This is an optimization exercise on Yosys and OpenROAD, whose aim is small area, not a production implementation.
Only simulation tests tie the RTL to the original design; equivalence was not proved.
Power and IR drop assume default switching activity.

Setup of old:
## ssl
module ssl(clk, erst, din, dIdA, dIdB, dIdC, dSsA);
    input clk;
    input erst;
    input [3:0] din;
    output [6:0] dIdA;
    output [6:0] dIdB;
    output [6:0] dIdC;
    output [20:0] dSsA;
    wire rst;
    wire ena;
    wire [6:0] cntin;
    wire [3:0] dline;
    wire [127:0] dinRef;
    reg ph;
    reg valid0, valid1;
    rst_synch #(4, 2) rstSynchInst (
        .clk (clk),
        .erst (erst),
        .rst (rst),
        .ena (ena)
    );
    counter counterInst (
        .clk (clk),
        .rst (rst),
        .ena (ena),
        .dout (cntin)
    );
    input_buff inputBuffInst (
        .din (din),
        .clk (clk),
        .zero (~valid0 & ((cntin == 7'd127) | (cntin == 7'd0))),
        .dout (dline)
    );
    always @ (posedge clk or negedge rst) begin
        if (!rst) begin
            ph <= 1'b0;
            valid0 <= 1'b0;
            valid1 <= 1'b0;
        end
        else if (cntin == 7'd126) begin
            ph <= ~ph;
            valid0 <= 1'b1;
            valid1 <= valid0;
        end
    end
    wire cnt0 = (cntin == 7'd127);
    wire first = (cntin == 7'd0);
    wire inwin = (cntin < 7'd124);
    wire [6:0] lag = cntin;
    shift_reg refInst (
        .din (dline[0]),
        .clk (clk),
        .load (cnt0),
        .dout (dinRef)
    );
    proc_array procArrayA (
        .dinRef (dinRef), .din (dline[1]), .clk (clk), .rst (rst),
        .ph (ph), .phn (~ph), .first (first), .inwin (inwin), .lag (lag),
        .pub (cnt0 & valid1), .hold (~cnt0), .dout (dIdA)
    );
    proc_array procArrayB (
        .dinRef (dinRef), .din (dline[2]), .clk (clk), .rst (rst),
        .ph (ph), .phn (~ph), .first (first), .inwin (inwin), .lag (lag),
        .pub (cnt0 & valid1), .hold (~cnt0), .dout (dIdB)
    );
    proc_array procArrayC (
        .dinRef (dinRef), .din (dline[3]), .clk (clk), .rst (rst),
        .ph (ph), .phn (~ph), .first (first), .inwin (inwin), .lag (lag),
        .pub (cnt0 & valid1), .hold (~cnt0), .dout (dIdC)
    );
    output_proc outputProcA (
        .din (dIdA),
        .clk (clk),
        .rst (rst),
  ...
Settings: LEC_CHECK=0, CAP_MARGIN=0, CORE_MARGIN=2, CORE_UTILIZATION=65, SLEW_MARGIN=0, SYNTH_HIERARCHICAL=1, SYNTH_MINIMUM_KEEP_SIZE=0; clock period 15.0 ns.
standard.sh (not shown) runs the stock make flow with config.mk's settings and CLKGATE_MAP_FILE= SYNTH_SCRIPT=/design/flow/synth_recipe.tcl, a recipe that flattens the netlist after the stock synthesis.
==> flow/flow/run.sh <==
#!/bin/bash
# Own layout flow: the standard synthesis, then the standard ORFS layout
# with these changes (settings in flow/knobs.sh):
#  * combinational cells in the synthesized netlist start at their smallest
#    drive strength (downsize.py); repair_design and repair_timing size up
#    whatever needs it;
#  * floorplan removes synthesis buffers instead of sizing on wire-load
#    estimates (REMOVE_ABC_BUFFERS);
#  * the port buffers are the smallest buffer cell;
#  * CTS uses the clock buffer and clustering in knobs.sh and no dummy loads.
set -euo pipefail
R=orfs/results/${FLOW_PLATFORM}/ssl/base
source flow/knobs.sh

bash standard.sh synth > synth.log 2>&1
cp $R/1_2_yosys.v synth_netlist.v
python3 flow/downsize.py $R/1_2_yosys.v > downsize.log 2>&1

CTS="-sink_clustering_enable -repair_clock_nets -dont_use_dummy_load"
CTS="$CTS -buf_list $CTS_BUF $CTS_EXTRA"
bash standard.sh REMOVE_ABC_BUFFERS=1 "CTS_ARGS=$CTS" \
    "BUFFER_PORTS_ARGS=-buffer_cell sky130_fd_sc_hd__buf_1" \
    $EXTRA_VARS finish > layout.log 2>&1
Other scripts of this flow, unchanged in this note and not shown: flow/flow/downsize.py, flow/flow/knobs.sh
### old -> new
- swapping 65 for 80 in CORE_UTILIZATION
- swapping 0 for 20 in CAP_MARGIN
- swapping 0 for 20 in SLEW_MARGIN
- putting PLACE_DENSITY at 0.85 where nothing was set
[summary]
- Relative to old, number of global-route vias before repair has gone up in new.
- TritonCTS buffer count was higher in old than in new.
- new vs. old: net switching power went up by 43 uW.
- The final cell count in new sits 154 below the value recorded for old.
- new vs old, final-layout worst hold slack went down by 0.063 ns.

[static timing again, ports no longer ideal]
Ports are ideal in the flow. The routed layouts listed here were re-timed in OpenROAD. Step 1 sets driving cells, clkbuf_16 on the clock port and buf_2 on the other inputs (assumed; they add their load-dependent delay and slew). Step 2 moves the port delays by t, midway between the first and last clock arrival at a register: inputs arrive t later, outputs are due t later. That takes back most of the time a late clock gives input paths. Three values: no drivers, after step 1, after step 2; two values: the first two.
| run | t, ns | slack for setup (ns) | slew at the worst register clock pin (ns) | cell pins on the clock port's net |
|---|---|---|---|---|
| old | 1.002 | 4.531 / 4.531 / 4.531 | 0.11 / 0.11 | 1 |
| new | 1.042 | 4.927 / 4.927 / 4.927 | 0.12 / 0.12 | 1 |
After both steps setup and hold are still met in every run listed.
